Background: an optimization exercise with open tools, aiming at small area. Do not read the settings as production practice.
The RTL was checked by simulation tests, not by an equivalence proof against the original design.
Power is estimated from default activity; no workload was simulated.

==> flow/design.v (excerpt) <==
module KF6845 (
    input   logic           clock,
    input   logic           video_clock_enable,
    input   logic           reset,
    input   logic           CS_N,
    input   logic           RS,
    input   logic           ENABLE,
    input   logic           R_OR_W,
    input   logic   [7:0]   D_IN,
    output  logic   [7:0]   D_OUT,
    input   logic           LPSTB,
    output  logic           CURSOR,
    output  logic           HSYNC,
    output  logic           VSYNC,
    output  logic   [4:0]   RA,
    output  logic   [13:0]  MA,
    output  logic           DE
);
clock: 5.0 ns
lec_check: 0
abc_area: 1
cap_margin: 20
core_margin: 2
core_utilization: 70
place_density: 0.85
slew_margin: 20
standard.sh (not shown) runs the stock make flow with config.mk's settings and CLKGATE_MAP_FILE= SYNTH_SCRIPT=/design/flow/synth_recipe.tcl, a recipe that flattens the netlist after the stock synthesis.
==> flow/flow/run.sh <==
#!/bin/bash
# Own layout flow: the standard flow (standard.sh's make command and
# settings), with
#  - synthesis mapping the logic with an area-oriented abc script
#    (flow/abc_area.script, through flow/mysynth.tcl),
#  - the port buffers made of the smallest buffer cell,
#  - clock tree synthesis without dummy loads.
# Each step's full output is in orfs/logs/...; make's output is in make.log.
set -euo pipefail
HERE=$(pwd)
export MY_ABC_SCRIPT=$HERE/flow/abc_area.script
export BUFFER_PORTS_ARGS="-buffer_cell sky130_fd_sc_hd__buf_1"
export CTS_ARGS="-sink_clustering_enable -repair_clock_nets -sink_clustering_size 20 -sink_clustering_max_diameter 60 -buf_list sky130_fd_sc_hd__clkbuf_8 -dont_use_dummy_load"
sed "s#SYNTH_SCRIPT=[^ ]*#SYNTH_SCRIPT=$HERE/flow/mysynth.tcl#" standard.sh > my_standard.sh
grep -q "SYNTH_SCRIPT=$HERE/flow/mysynth.tcl" my_standard.sh
bash my_standard.sh finish > make.log 2>&1
test -f out/final.def
==> flow/flow/abc_area.script <==
strash
dc2
dch -f
amap
strash
dc2
dch -f
amap
topo
==> flow/flow/mysynth.tcl <==
# The standard synthesis (synth_recipe.tcl), with one change: abc maps the
# combinational logic with the script in MY_ABC_SCRIPT instead of ORFS's.
# Flip-flop mapping, register names, flattening and renaming are unchanged.
proc synth {args} { yosys synth -nofsm -noshare {*}$args }
proc abc {args} {
  set i [lsearch -exact $args -script]
  if { $i >= 0 } { set args [lreplace $args $i [expr {$i+1}] -script $::env(MY_ABC_SCRIPT)] }
  set j [lsearch -exact $args -D]
  if { $j >= 0 } { set args [lreplace $args $j [expr {$j+1}]] }
  yosys abc {*}$args
}
source $::env(SCRIPTS_DIR)/synth.tcl
# left out here: clear keep_hierarchy, flatten, clean up, hide names made inside functions, write 1_2_yosys.v
Edit:
--- a/flow/flow/run.sh
+++ b/flow/flow/run.sh
@@ -13 +13 @@
-export CTS_ARGS="-sink_clustering_enable -repair_clock_nets -sink_clustering_size 20 -sink_clustering_max_diameter 60 -buf_list sky130_fd_sc_hd__clkbuf_8 -dont_use_dummy_load"
+export CTS_ARGS="-sink_clustering_enable -repair_clock_nets -sink_clustering_size 16 -sink_clustering_max_diameter 50 -buf_list sky130_fd_sc_hd__clkbuf_8 -dont_use_dummy_load"
Settings changed: CORE_UTILIZATION 70 to 60, PLACE_DENSITY 0.85 to 0.7.
The changed run finished clean.
Worst hold slack got worse by 0.025 ns.
Setup slack got worse by 0.037 ns.
Cell area goes up slightly.
Routed wire length goes up slightly.
Via count goes down slightly.
Global-route usage goes down by 3.4 points.
Area after synthesis does not change.
Non-clock buffer count goes up by 2.
Edit:
--- a/flow/flow/run.sh
+++ b/flow/flow/run.sh
@@ -13 +13 @@
-export CTS_ARGS="-sink_clustering_enable -repair_clock_nets -sink_clustering_size 16 -sink_clustering_max_diameter 50 -buf_list sky130_fd_sc_hd__clkbuf_8 -dont_use_dummy_load"
+export CTS_ARGS="-sink_clustering_enable -repair_clock_nets -sink_clustering_size 20 -sink_clustering_max_diameter 45 -buf_list sky130_fd_sc_hd__clkbuf_8 -dont_use_dummy_load"
Result:
- The changed run completed without violations
- sequential power stays flat
- worst setup slack improves by 0.033 ns
- total power grows by 1.7%
- final area grows by 0.37%
- synthesized cell count stays the same
- via count shrinks by 0.61%
- routed wire length barely changes
- clock skew grows by 0.0059 ns
- core utilization grows by 0.25 points
- global-route usage shrinks by 0.12 points
- first-iteration DRC count grows by about 1.7%
Edit:
--- a/flow/flow/run.sh
+++ b/flow/flow/run.sh
@@ -13 +13 @@
-export CTS_ARGS="-sink_clustering_enable -repair_clock_nets -sink_clustering_size 20 -sink_clustering_max_diameter 45 -buf_list sky130_fd_sc_hd__clkbuf_8 -dont_use_dummy_load"
+export CTS_ARGS="-sink_clustering_enable -repair_clock_nets -sink_clustering_size 18 -sink_clustering_max_diameter 55 -buf_list sky130_fd_sc_hd__clkbuf_8 -dont_use_dummy_load"
What happened: Total power is lower by 4.6%. Flip-flop and latch count does not change. Clock-buffer cell count is lower by 8. Final cell count is lower by 0.59%. Combinational power stays flat.


Another version of the RTL of KF6845 (not shown whole).
Size: about 1100 cells after synthesis, about 47 I/O pins, ~10000 um^2 of cells after synthesis.
clock: 5.0 ns
lec_check: 0
abc_area: 1
cap_margin: 20
core_margin: 2
core_utilization: 60
place_density: 0.7
slew_margin: 20
==> flow/flow/run.sh <==
#!/bin/bash
# Own layout flow: the standard flow (standard.sh's make command and
# settings), with
#  - synthesis mapping the logic with an area-oriented abc script
#    (flow/abc_area.script, through flow/mysynth.tcl),
#  - the port buffers made of the smallest buffer cell,
#  - clock tree synthesis without dummy loads.
# Each step's full output is in orfs/logs/...; make's output is in make.log.
set -euo pipefail
HERE=$(pwd)
export MY_ABC_SCRIPT=$HERE/flow/abc_area.script
export BUFFER_PORTS_ARGS="-buffer_cell sky130_fd_sc_hd__buf_1"
export CTS_ARGS="-sink_clustering_enable -repair_clock_nets -sink_clustering_size 30 -sink_clustering_max_diameter 80 -buf_list sky130_fd_sc_hd__clkbuf_16 -dont_use_dummy_load"
sed "s#SYNTH_SCRIPT=[^ ]*#SYNTH_SCRIPT=$HERE/flow/mysynth.tcl#" standard.sh > my_standard.sh
grep -q "SYNTH_SCRIPT=$HERE/flow/mysynth.tcl" my_standard.sh
bash my_standard.sh finish > make.log 2>&1
test -f out/final.def
Scripts as last shown in full above: flow/flow/abc_area.script, flow/flow/mysynth.tcl
The first run completed without violations.
Edit:
==> flow/run.sh (new file) <==
#!/bin/bash
# synth_recipe.tcl (not shown) runs the flow's synth.tcl, then flattens the netlist and writes it again
# the make line also repeats each setting of config.mk as NAME=value (left out here)
make -C /OpenROAD-flow-scripts/flow DESIGN_CONFIG=/design/flow/config.mk WORK_HOME=/design/flow/orfs CLKGATE_MAP_FILE= SYNTH_SCRIPT=/design/flow/synth_recipe.tcl finish
--- a/flow/config.mk
+++ b/flow/config.mk
@@ -11,0 +12,3 @@
+export CTS_BUF_LIST = sky130_fd_sc_hd__clkbuf_8
+export CTS_CLUSTER_DIAMETER = 60
+export CTS_CLUSTER_SIZE = 20
removed: flow/flow/run.sh
removed: flow/flow/abc_area.script
removed: flow/flow/mysynth.tcl
removed: flow/standard.sh
- The changed run ran to the end with no violations
- final area rose by 7.8%
- total power rose by 18%
- combinational power rose by 44%
Edit:
==> flow/flow/run.sh (new file) <==
#!/bin/bash
# Own layout flow: the standard flow (standard.sh's make command and
# settings), with
#  - synthesis mapping the logic with an area-oriented abc script
#    (flow/abc_area.script, through flow/mysynth.tcl),
#  - the port buffers made of the smallest buffer cell,
#  - clock tree synthesis without dummy loads.
# Each step's full output is in orfs/logs/...; make's output is in make.log.
set -euo pipefail
HERE=$(pwd)
export MY_ABC_SCRIPT=$HERE/flow/abc_area.script
export BUFFER_PORTS_ARGS="-buffer_cell sky130_fd_sc_hd__buf_1"
export CTS_ARGS="-sink_clustering_enable -repair_clock_nets -sink_clustering_size 20 -sink_clustering_max_diameter 60 -buf_list sky130_fd_sc_hd__clkbuf_8 -dont_use_dummy_load"
sed "s#SYNTH_SCRIPT=[^ ]*#SYNTH_SCRIPT=$HERE/flow/mysynth.tcl#" standard.sh > my_standard.sh
grep -q "SYNTH_SCRIPT=$HERE/flow/mysynth.tcl" my_standard.sh
bash my_standard.sh finish > make.log 2>&1
test -f out/final.def
==> flow/flow/abc_area.script (new file) <==
strash
dc2
dch -f
amap
strash
dc2
dch -f
amap
topo
==> flow/flow/mysynth.tcl (new file) <==
# The standard synthesis (synth_recipe.tcl), with one change: abc maps the
# combinational logic with the script in MY_ABC_SCRIPT instead of ORFS's.
# Flip-flop mapping, register names, flattening and renaming are unchanged.
proc synth {args} { yosys synth -nofsm -noshare {*}$args }
proc abc {args} {
  set i [lsearch -exact $args -script]
  if { $i >= 0 } { set args [lreplace $args $i [expr {$i+1}] -script $::env(MY_ABC_SCRIPT)] }
  set j [lsearch -exact $args -D]
  if { $j >= 0 } { set args [lreplace $args $j [expr {$j+1}]] }
  yosys abc {*}$args
}
source $::env(SCRIPTS_DIR)/synth.tcl
# left out here: clear keep_hierarchy, flatten, clean up, hide names made inside functions, write 1_2_yosys.v
==> flow/standard.sh (new file) <==
#!/bin/bash
# synth_recipe.tcl (not shown) runs the flow's synth.tcl, then flattens the netlist and writes it again
# the make line also repeats each setting of config.mk as NAME=value (left out here)
make -C /OpenROAD-flow-scripts/flow DESIGN_CONFIG=/design/flow/config.mk WORK_HOME=/design/flow/orfs CLKGATE_MAP_FILE= SYNTH_SCRIPT=/design/flow/synth_recipe.tcl "${@:-finish}"
--- a/flow/config.mk
+++ b/flow/config.mk
@@ -12,3 +11,0 @@
-export CTS_BUF_LIST = sky130_fd_sc_hd__clkbuf_8
-export CTS_CLUSTER_DIAMETER = 60
-export CTS_CLUSTER_SIZE = 20
removed: flow/run.sh
Outcome: Wire length goes down by 0.53%; synthesized area goes down by 7.1%; worst hold slack loses 0.048 ns; design area goes down by 8.0%; first-iteration DRC count goes up by about 7%; cell count goes down by about 13%; global-route usage goes up by 2.2 points; register-to-register slack loses 0.93 ns; via count goes down by about 4%; worst setup slack loses 0.73 ns.


KF6845, a different RTL version from the one above (not shown whole).
For scale: about 1000 cells after synthesis, about 230 flip-flops.
Settings: LEC_CHECK=0, ABC_AREA=1, CAP_MARGIN=20, CORE_MARGIN=2, CORE_UTILIZATION=80, PLACE_DENSITY=0.92, SLEW_MARGIN=20; clock period 5.0 ns.
==> flow/flow/run.sh <==
#!/bin/bash
# Own layout flow: the standard flow (standard.sh's make command and
# settings), with
#  - synthesis mapping the logic with an area-oriented abc script
#    (flow/abc_area.script, through flow/mysynth.tcl),
#  - the port buffers made of the smallest buffer cell,
#  - clock tree synthesis without dummy loads.
# Each step's full output is in orfs/logs/...; make's output is in make.log.
set -euo pipefail
HERE=$(pwd)
export MY_ABC_SCRIPT=$HERE/flow/abc_area.script
export BUFFER_PORTS_ARGS="-buffer_cell sky130_fd_sc_hd__buf_1"
export CTS_ARGS="-sink_clustering_enable -repair_clock_nets -sink_clustering_size 18 -sink_clustering_max_diameter 55 -buf_list sky130_fd_sc_hd__clkbuf_8 -dont_use_dummy_load"
sed "s#SYNTH_SCRIPT=[^ ]*#SYNTH_SCRIPT=$HERE/flow/mysynth.tcl#" standard.sh > my_standard.sh
grep -q "SYNTH_SCRIPT=$HERE/flow/mysynth.tcl" my_standard.sh
bash my_standard.sh finish > make.log 2>&1
test -f out/final.def
==> flow/flow/abc_area.script <==
strash
dc2
dch -f
amap
strash
dc2
dch -f
amap
topo
==> flow/flow/mysynth.tcl <==
# The standard synthesis (synth_recipe.tcl), with one change: abc maps the
# combinational logic with the script in MY_ABC_SCRIPT instead of ORFS's.
# Flip-flop mapping, register names, flattening and renaming are unchanged.
proc synth {args} { yosys synth -nofsm -noshare {*}$args }
proc abc {args} {
  set i [lsearch -exact $args -script]
  if { $i >= 0 } { set args [lreplace $args $i [expr {$i+1}] -script $::env(MY_ABC_SCRIPT)] }
  set j [lsearch -exact $args -D]
  if { $j >= 0 } { set args [lreplace $args $j [expr {$j+1}]] }
  yosys abc {*}$args
}
source $::env(SCRIPTS_DIR)/synth.tcl
# left out here: clear keep_hierarchy, flatten, clean up, hide names made inside functions, write 1_2_yosys.v
The baseline passed the timing, DRC and antenna checks.
Then changed:
--- a/flow/config.mk
+++ b/flow/config.mk
@@ -11,2 +11,2 @@
-export CORE_UTILIZATION = 80
-export PLACE_DENSITY = 0.92
+export CORE_UTILIZATION = 70
+export PLACE_DENSITY = 0.85
What happened:
- The new run completed without violations
- total power falls slightly
- via count came out lower by a few percent
- utilization goes down by 11 points
- cell area stays flat
- synthesized area does not change
Then changed:
--- a/flow/flow/run.sh
+++ b/flow/flow/run.sh
@@ -13 +13 @@
-export CTS_ARGS="-sink_clustering_enable -repair_clock_nets -sink_clustering_size 18 -sink_clustering_max_diameter 55 -buf_list sky130_fd_sc_hd__clkbuf_8 -dont_use_dummy_load"
+export CTS_ARGS="-sink_clustering_enable -repair_clock_nets -sink_clustering_size 16 -sink_clustering_max_diameter 50 -buf_list sky130_fd_sc_hd__clkbuf_8 -dont_use_dummy_load"
Effect:
- maximum frequency grows by 0.37%
- worst setup slack gets better by 16 ps
- die area does not change
- routed wire length stays flat
- clock-buffer cell count climbs by 3
- total power rose by 1.6%
- flip-flop and latch count does not change
- synthesized area stays the same
- cell area increases by 0.60%
Then changed:
--- a/flow/flow/run.sh
+++ b/flow/flow/run.sh
@@ -13 +13 @@
-export CTS_ARGS="-sink_clustering_enable -repair_clock_nets -sink_clustering_size 16 -sink_clustering_max_diameter 50 -buf_list sky130_fd_sc_hd__clkbuf_8 -dont_use_dummy_load"
+export CTS_ARGS="-sink_clustering_enable -repair_clock_nets -sink_clustering_size 18 -sink_clustering_max_diameter 55 -buf_list sky130_fd_sc_hd__clkbuf_8 -dont_use_dummy_load"
--- a/flow/config.mk
+++ b/flow/config.mk
@@ -9 +9 @@
-export CAP_MARGIN = 20
+export CAP_MARGIN = 5
@@ -13 +13 @@
-export SLEW_MARGIN = 20
+export SLEW_MARGIN = 5
Effect:
- die area is unchanged
- via count is unchanged
- worst setup slack degrades by 31 ps
- non-clock buffer count is lower by 1
- maximum frequency goes down slightly

## what the ideal ports hide
Ports are ideal in the flow. The routed layouts listed here were re-timed in OpenROAD. Step 1 sets driving cells, clkbuf_16 on the clock port and buf_2 on the other inputs (assumed; they add their load-dependent delay and slew). Step 2, shift: input delay + t, output delay - t, t = (earliest + latest rising clock arrival at the registers) / 2. This alone moves slack from input paths to output paths. Slacks: no drivers / after step 1 / after step 2; pairs: no drivers / after step 1.
run	t, ns	setup slack, ns	clock arrival spread, ns
the first run of note 1	0.532	0.676 / 0.676 / 0.676	0.055 / 0.055
the second run of note 1	0.566	0.639 / 0.639 / 0.639	0.062 / 0.062
the third run of note 1	0.587	0.672 / 0.672 / 0.672	0.068 / 0.068
the fourth run of note 1	0.550	0.634 / 0.634 / 0.634	0.036 / 0.036
the first run of note 2	0.504	0.470 / 0.470 / 0.470	0.051 / 0.051
the second run of note 2	0.559	1.199 / 1.159 / 1.399	0.025 / 0.025
the third run of note 2	0.539	0.467 / 0.467 / 0.467	0.047 / 0.047
the first run of note 3	0.524	0.669 / 0.669 / 0.669	0.050 / 0.049
the second run of note 3	0.538	0.716 / 0.716 / 0.716	0.031 / 0.031
the third run of note 3	0.553	0.731 / 0.731 / 0.731	0.059 / 0.059
the fourth run of note 3	0.536	0.700 / 0.700 / 0.700	0.030 / 0.030
After both steps setup and hold are still met in every run listed.
